This design comes from an exercise in tuning for small area, a short achievable clock period and few clock cycles per item on the open sky130 flow, not from production work. Power is estimated from default activity; no workload was simulated.

==> 08-22: inputs <==
==> flow/design.v <==
module md5_tables (
  input  wire [5:0]  step,
  output reg  [31:0] kadd,
  output reg  [7:0]  msel,
  output reg  [3:0]  fnext,    
  output reg  [16:0] rnext     
);
  always @(*) begin
    case (step)
      6'd0: kadd = 32'he8c7b756;
      6'd1: kadd = 32'h242070db;
      6'd2: kadd = 32'hc1bdceee;
      6'd3: kadd = 32'hf57c0faf;
      6'd4: kadd = 32'h4787c62a;
      6'd5: kadd = 32'ha8304613;
      6'd6: kadd = 32'hfd469501;
      6'd7: kadd = 32'h698098d8;
      6'd8: kadd = 32'h8b44f7af;
      6'd9: kadd = 32'hffff5bb1;
      6'd10: kadd = 32'h895cd7be;
      6'd11: kadd = 32'h6b901122;
      6'd12: kadd = 32'hfd987193;
      6'd13: kadd = 32'ha679438e;
      6'd14: kadd = 32'h49b40821;
      6'd15: kadd = 32'hf61e2562;
      6'd16: kadd = 32'hc040b340;
      6'd17: kadd = 32'h265e5a51;
      6'd18: kadd = 32'he9b6c7aa;
      6'd19: kadd = 32'hd62f105d;
      6'd20: kadd = 32'h02441453;
      6'd21: kadd = 32'hd8a1e681;
      6'd22: kadd = 32'he7d3fbc8;
      6'd23: kadd = 32'h21e1cde6;
      6'd24: kadd = 32'hc33707d6;
      6'd25: kadd = 32'hf4d50d87;
      6'd26: kadd = 32'h455a14ed;
      6'd27: kadd = 32'ha9e3e905;
      6'd28: kadd = 32'hfcefa3f8;
      6'd29: kadd = 32'h676f02d9;
      6'd30: kadd = 32'h8d2a4c8a;
      6'd31: kadd = 32'hfffa3942;
      6'd32: kadd = 32'h8771f681;
      6'd33: kadd = 32'h6d9d6122;
      6'd34: kadd = 32'hfde5380c;
      6'd35: kadd = 32'ha4beea44;
      6'd36: kadd = 32'h4bdecfa9;
      6'd37: kadd = 32'hf6bb4b60;
      6'd38: kadd = 32'hbebfbc70;
      6'd39: kadd = 32'h289b7ec6;
      6'd40: kadd = 32'heaa127fa;
      6'd41: kadd = 32'hd4ef3085;
      6'd42: kadd = 32'h04881d05;
      6'd43: kadd = 32'hd9d4d039;
      6'd44: kadd = 32'he6db99e5;
      6'd45: kadd = 32'h1fa27cf8;
      6'd46: kadd = 32'hc4ac5665;
      6'd47: kadd = 32'hf4292244;
      6'd48: kadd = 32'h432aff97;
      6'd49: kadd = 32'hab9423a7;
      6'd50: kadd = 32'hfc93a039;
      6'd51: kadd = 32'h655b59c3;
      6'd52: kadd = 32'h8f0ccc92;
      6'd53: kadd = 32'hffeff47d;
      6'd54: kadd = 32'h85845dd1;
      6'd55: kadd = 32'h6fa87e4f;
      6'd56: kadd = 32'hfe2ce6e0;
      6'd57: kadd = 32'ha3014314;
      6'd58: kadd = 32'h4e0811a1;
      6'd59: kadd = 32'hf7537e82;
      6'd60: kadd = 32'hbd3af235;
      6'd61: kadd = 32'h2ad7d2bb;
      6'd62: kadd = 32'heb86d391;
      6'd63: kadd = 32'h67452301;
      default: kadd = 32'h0;
    endcase
  end
  always @(*) begin
    case (step)
      6'd0: begin msel = 8'b00000100; fnext = 4'b0001; rnext = 17'b00000000000000010; end
      6'd1: begin msel = 8'b00010000; fnext = 4'b0001; rnext = 17'b00000000000000100; end
      6'd2: begin msel = 8'b00000010; fnext = 4'b0001; rnext = 17'b00000000000001000; end
      6'd3: begin msel = 8'b00000001; fnext = 4'b0001; rnext = 17'b00000000000000001; end
      6'd4: begin msel = 8'b10000000; fnext = 4'b0001; rnext = 17'b00000000000000010; end
      6'd5: begin msel = 8'b00010000; fnext = 4'b0001; rnext = 17'b00000000000000100; end
      6'd6: begin msel = 8'b01000000; fnext = 4'b0001; rnext = 17'b00000000000001000; end
      6'd7: begin msel = 8'b00000001; fnext = 4'b0001; rnext = 17'b00000000000000001; end
      6'd8: begin msel = 8'b00000100; fnext = 4'b0001; rnext = 17'b00000000000000010; end
      6'd9: begin msel = 8'b00010000; fnext = 4'b0001; rnext = 17'b00000000000000100; end
      6'd10: begin msel = 8'b00000010; fnext = 4'b0001; rnext = 17'b00000000000001000; end
      6'd11: begin msel = 8'b00000001; fnext = 4'b0001; rnext = 17'b00000000000000001; end
      6'd12: begin msel = 8'b10000000; fnext = 4'b0001; rnext = 17'b00000000000000010; end
      6'd13: begin msel = 8'b00010000; fnext = 4'b0001; rnext = 17'b00000000000000100; end
      6'd14: begin msel = 8'b01000000; fnext = 4'b0001; rnext = 17'b00000000000001000; end
      6'd15: begin msel = 8'b00000010; fnext = 4'b0010; rnext = 17'b00000000000010000; end
      6'd16: begin msel = 8'b00000001; fnext = 4'b0010; rnext = 17'b00000000000100000; end
      6'd17: begin msel = 8'b00100000; fnext = 4'b0010; rnext = 17'b00000000001000000; end
      6'd18: begin msel = 8'b00001000; fnext = 4'b0010; rnext = 17'b00000000010000000; end
      6'd19: begin msel = 8'b01000000; fnext = 4'b0010; rnext = 17'b00000000000010000; end
      6'd20: begin msel = 8'b00000001; fnext = 4'b0010; rnext = 17'b00000000000100000; end
      6'd21: begin msel = 8'b00000001; fnext = 4'b0010; rnext = 17'b00000000001000000; end
      6'd22: begin msel = 8'b00001000; fnext = 4'b0010; rnext = 17'b00000000010000000; end
      6'd23: begin msel = 8'b00000010; fnext = 4'b0010; rnext = 17'b00000000000010000; end
      6'd24: begin msel = 8'b00000001; fnext = 4'b0010; rnext = 17'b00000000000100000; end
      6'd25: begin msel = 8'b00100000; fnext = 4'b0010; rnext = 17'b00000000001000000; end
      6'd26: begin msel = 8'b00001000; fnext = 4'b0010; rnext = 17'b00000000010000000; end
      6'd27: begin msel = 8'b01000000; fnext = 4'b0010; rnext = 17'b00000000000010000; end
      6'd28: begin msel = 8'b00000001; fnext = 4'b0010; rnext = 17'b00000000000100000; end
      6'd29: begin msel = 8'b00000001; fnext = 4'b0010; rnext = 17'b00000000001000000; end
      6'd30: begin msel = 8'b00001000; fnext = 4'b0010; rnext = 17'b00000000010000000; end
      6'd31: begin msel = 8'b00010000; fnext = 4'b0100; rnext = 17'b00000000100000000; end
      6'd32: begin msel = 8'b01000000; fnext = 4'b0100; rnext = 17'b00000001000000000; end
      6'd33: begin msel = 8'b00100000; fnext = 4'b0100; rnext = 17'b00000010000000000; end
      6'd34: begin msel = 8'b10000000; fnext = 4'b0100; rnext = 17'b00000100000000000; end
      6'd35: begin msel = 8'b00010000; fnext = 4'b0100; rnext = 17'b00000000100000000; end
      6'd36: begin msel = 8'b00000010; fnext = 4'b0100; rnext = 17'b00000001000000000; end
      6'd37: begin msel = 8'b00100000; fnext = 4'b0100; rnext = 17'b00000010000000000; end
      6'd38: begin msel = 8'b00000100; fnext = 4'b0100; rnext = 17'b00000100000000000; end
      6'd39: begin msel = 8'b00010000; fnext = 4'b0100; rnext = 17'b00000000100000000; end
      6'd40: begin msel = 8'b01000000; fnext = 4'b0100; rnext = 17'b00000001000000000; end
      6'd41: begin msel = 8'b00100000; fnext = 4'b0100; rnext = 17'b00000010000000000; end
      6'd42: begin msel = 8'b10000000; fnext = 4'b0100; rnext = 17'b00000100000000000; end
      6'd43: begin msel = 8'b00010000; fnext = 4'b0100; rnext = 17'b00000000100000000; end
      6'd44: begin msel = 8'b00000010; fnext = 4'b0100; rnext = 17'b00000001000000000; end
      6'd45: begin msel = 8'b00100000; fnext = 4'b0100; rnext = 17'b00000010000000000; end
      6'd46: begin msel = 8'b00000100; fnext = 4'b0100; rnext = 17'b00000100000000000; end
      6'd47: begin msel = 8'b00000001; fnext = 4'b1000; rnext = 17'b00001000000000000; end
      6'd48: begin msel = 8'b00001000; fnext = 4'b1000; rnext = 17'b00010000000000000; end
      6'd49: begin msel = 8'b01000000; fnext = 4'b1000; rnext = 17'b00100000000000000; end
      6'd50: begin msel = 8'b00100000; fnext = 4'b1000; rnext = 17'b01000000000000000; end
      6'd51: begin msel = 8'b00100000; fnext = 4'b1000; rnext = 17'b00001000000000000; end
      6'd52: begin msel = 8'b00001000; fnext = 4'b1000; rnext = 17'b00010000000000000; end
      6'd53: begin msel = 8'b00000010; fnext = 4'b1000; rnext = 17'b00100000000000000; end
      6'd54: begin msel = 8'b00100000; fnext = 4'b1000; rnext = 17'b01000000000000000; end
      6'd55: begin msel = 8'b00000001; fnext = 4'b1000; rnext = 17'b00001000000000000; end
      6'd56: begin msel = 8'b00001000; fnext = 4'b1000; rnext = 17'b00010000000000000; end
      6'd57: begin msel = 8'b01000000; fnext = 4'b1000; rnext = 17'b00100000000000000; end
      6'd58: begin msel = 8'b00100000; fnext = 4'b1000; rnext = 17'b01000000000000000; end
      6'd59: begin msel = 8'b00100000; fnext = 4'b1000; rnext = 17'b00001000000000000; end
      6'd60: begin msel = 8'b00001000; fnext = 4'b1000; rnext = 17'b00010000000000000; end
      6'd61: begin msel = 8'b00000010; fnext = 4'b1000; rnext = 17'b00100000000000000; end
      6'd62: begin msel = 8'b00100000; fnext = 4'b1000; rnext = 17'b01000000000000000; end
      6'd63: begin msel = 8'b00000000; fnext = 4'b0000; rnext = 17'b10000000000000000; end
      default: begin msel = 8'b0; fnext = 4'b0; rnext = 17'b0; end
    endcase
  end
endmodule
module MD5_custom_SIMD_instruction (clk, reset,
	in_v, rd, vrd1, vrd2,
		in_data, in_vdata1, in_vdata2,
	out_v, out_rd, out_vrd1, out_vrd2,
		out_data, out_vdata1, out_vdata2);
	input clk, reset;
	input in_v;
	input [4:0] rd;
	input [2:0] vrd1, vrd2;
	input [32-1:0] in_data;
	input [256-1:0] in_vdata1, in_vdata2;
	output out_v;
	output [4:0] out_rd;
	output [2:0] out_vrd1, out_vrd2;
	output [32-1:0] out_data;
	output [256-1:0] out_vdata1, out_vdata2;
	wire [511:0] min = {in_vdata2, in_vdata1};
	reg        busy, fin, outv, first;
	reg [5:0]  cnt;
	reg [4:0]  t_rd;
	reg [2:0]  t_vrd1, t_vrd2;
	reg [31:0] a, b, c, d, t;
	reg [31:0] ring [0:15];
	wire       run = busy | fin;
	wire [31:0] kadd;
	wire [7:0]  msel;
	wire [3:0]  fnext;
	wire [16:0] rnext;
	reg  [3:0]  fs;    
	reg  [16:0] rs;    
	md5_tables tab (.step(cnt), .kadd(kadd), .msel(msel), .fnext(fnext), .rnext(rnext));
	wire [7:0] ms = fin ? 8'd0 : msel;
	wire [31:0] mword =
		({32{ms[0]}} & ring[0]) |
		({32{ms[1]}} & ring[1]) |
		({32{ms[2]}} & ring[2]) |
		({32{ms[3]}} & ring[3]) |
		({32{ms[4]}} & ring[5]) |
		({32{ms[5]}} & ring[8]) |
		({32{ms[6]}} & ring[9]) |
		({32{ms[7]}} & ring[10]);
	wire [31:0] kk = fin ? 32'h10325476 : kadd;
	wire [31:0] tsum = d + kk + mword;
	wire [31:0] f = ({32{first}} & 32'hd76aa477) |
		({32{fs[0]}} & ((b & c) | (~b & d))) |
		({32{fs[1]}} & ((d & b) | (~d & c))) |
		({32{fs[2]}} & (b ^ c ^ d)) |
		({32{fs[3]}} & (c ^ (b | ~d)));
	wire [31:0] x = f + t;
	wire [31:0] y =
		({32{rs[0]}} & {x[24:0], x[31:25]}) |
		({32{rs[1]}} & {x[19:0], x[31:20]}) |
		({32{rs[2]}} & {x[14:0], x[31:15]}) |
		({32{rs[3]}} & {x[9:0], x[31:10]}) |
		({32{rs[4]}} & {x[26:0], x[31:27]}) |
		({32{rs[5]}} & {x[22:0], x[31:23]}) |
		({32{rs[6]}} & {x[17:0], x[31:18]}) |
		({32{rs[7]}} & {x[11:0], x[31:12]}) |
		({32{rs[8]}} & {x[27:0], x[31:28]}) |
		({32{rs[9]}} & {x[20:0], x[31:21]}) |
		({32{rs[10]}} & {x[15:0], x[31:16]}) |
		({32{rs[11]}} & {x[8:0], x[31:9]}) |
		({32{rs[12]}} & {x[25:0], x[31:26]}) |
		({32{rs[13]}} & {x[21:0], x[31:22]}) |
		({32{rs[14]}} & {x[16:0], x[31:17]}) |
		({32{rs[15]}} & {x[10:0], x[31:11]}) |
		({32{rs[16]}} & 32'hefcdab89);
	wire [31:0] bn = b + y;
	integer j;
	always @(posedge clk) begin
		if (reset) begin
			busy <= 1'b0;
			fin <= 1'b0;
			outv <= 1'b0;
		end else begin
			busy <= busy ? (cnt != 6'd63) : in_v;
			fin <= busy & (cnt == 6'd63);
			outv <= fin;
		end
		first <= ~run;
		fs <= run ? fnext : 4'd0;
		rs <= run ? rnext : 17'd1;
		cnt <= busy ? cnt + 6'd1 : 6'd0;
		a <= t;
		if (run) begin
			b <= bn;
			c <= b;
			d <= c + (fin ? 32'h98badcfe : 32'd0);
			t <= tsum;
			for (j = 0; j < 16; j = j + 1) ring[(j+1)%16] <= ring[j];
		end else begin
			b <= 32'hefcdab89; c <= 32'h98badcfe; d <= 32'h10325476;
			t <= min[31:0];
			t_rd <= rd; t_vrd1 <= vrd1; t_vrd2 <= vrd2;
			ring[1] <= min[31:0];
			ring[2] <= min[63:32];
			ring[4] <= min[95:64];
			ring[15] <= min[127:96];
			ring[13] <= min[159:128];
			ring[6] <= min[191:160];
			ring[0] <= min[223:192];
			ring[3] <= min[255:224];
			ring[9] <= min[287:256];
			ring[10] <= min[319:288];
			ring[12] <= min[351:320];
			ring[7] <= min[383:352];
			ring[5] <= min[415:384];
			ring[14] <= min[447:416];
			ring[8] <= min[479:448];
			ring[11] <= min[511:480];
		end
	end
	assign out_v = outv;
	assign out_rd = t_rd;
	assign out_vrd1 = t_vrd1;
	assign out_vrd2 = t_vrd2;
	assign out_data = 32'd0;
	assign out_vdata2 = {256{1'b0}};
	assign out_vdata1 = {128'd0, t, d, b, a};
endmodule
==> flow/flow/run.sh <==
#!/bin/bash
# Standard ORFS layout with a tighter setup-repair target and minimum-size port buffers.
set -euo pipefail
bash standard.sh SETUP_SLACK_MARGIN=7.5 "BUFFER_PORTS_ARGS=-buffer_cell sky130_fd_sc_hd__buf_1" finish > standard.log 2>&1
==> flow/standard.sh <==
#!/bin/bash
# synth_recipe.tcl (not shown) runs the flow's synth.tcl, then flattens the netlist and writes it again
# the make line also repeats each setting of config.mk as NAME=value (left out here)
make -C /OpenROAD-flow-scripts/flow DESIGN_CONFIG=/design/flow/config.mk WORK_HOME=/design/flow/orfs CLKGATE_MAP_FILE= SYNTH_SCRIPT=/design/flow/synth_recipe.tcl "${@:-finish}"
==> flow/config.mk <==
export PLATFORM = sky130hd
export DESIGN_NAME = MD5_custom_SIMD_instruction
export DESIGN_NICKNAME = MD5_custom_SIMD_instruction
export VERILOG_FILES = /design/flow/design.v
export SDC_FILE = /design/flow/constraint.sdc
export NUM_CORES = 8
export LEC_CHECK = 0
export CAP_MARGIN = 20
export CORE_AREA = 5 5 385 385
export DIE_AREA = 0 0 390 390
export SLEW_MARGIN = 20
==> flow/constraint.sdc <==
create_clock -name core_clock -period 12.0 [get_ports {clk}]
set_input_delay 2.4000 -clock core_clock [delete_from_list [all_inputs] [get_ports {clk}]]
set_output_delay 2.4000 -clock core_clock [all_outputs]
set_load 0.01 [all_outputs]
==> 09-18: changes against 08-22 <==
==> flow/flow/run.sh (replaced) <==
#!/bin/bash
# Standard ORFS layout with a tighter setup-repair target and minimum-size port buffers.
set -euo pipefail
bash standard.sh SETUP_SLACK_MARGIN=8.5 "BUFFER_PORTS_ARGS=-buffer_cell sky130_fd_sc_hd__buf_1" finish > standard.log 2>&1
==> comparison <==
- In sequential power, 09-18 and 08-22 hardly differ.
- Area after synthesis is the same in 08-22 and 09-18.
- In 09-18 the fmax is larger than in 08-22, by 2.8%.
- Between 08-22 and 09-18, the lower utilization is in 08-22 (gap 1.2 points).
- Sequential cell count is the same in 09-18 and 08-22.
Function was not checked in any run of this note: the RTL went through the layout flow alone.

==> what the ideal ports hide <==
Ports are ideal in the flow. The routed layouts listed here were re-timed in OpenROAD. Step 1, drivers: a clkbuf_16 drives clk and a buf_2 each remaining input, both assumed. Step 2 also shifts input and output timing later by t, the mid clock arrival at the registers, as if the neighbouring blocks saw the same clock. a / b / c = ideal / step 1 / step 2; a / b = the first two.
run	t (ns)	slack for setup (ns)	worst setup path after step 2	worst slew at a driven data input, ns
08-22	0.780	5.141 / 5.141 / 5.141	register to register	0.21
09-18	0.772	5.326 / 5.326 / 5.326	register to register	0.21
After both steps every run listed still meets setup and hold.
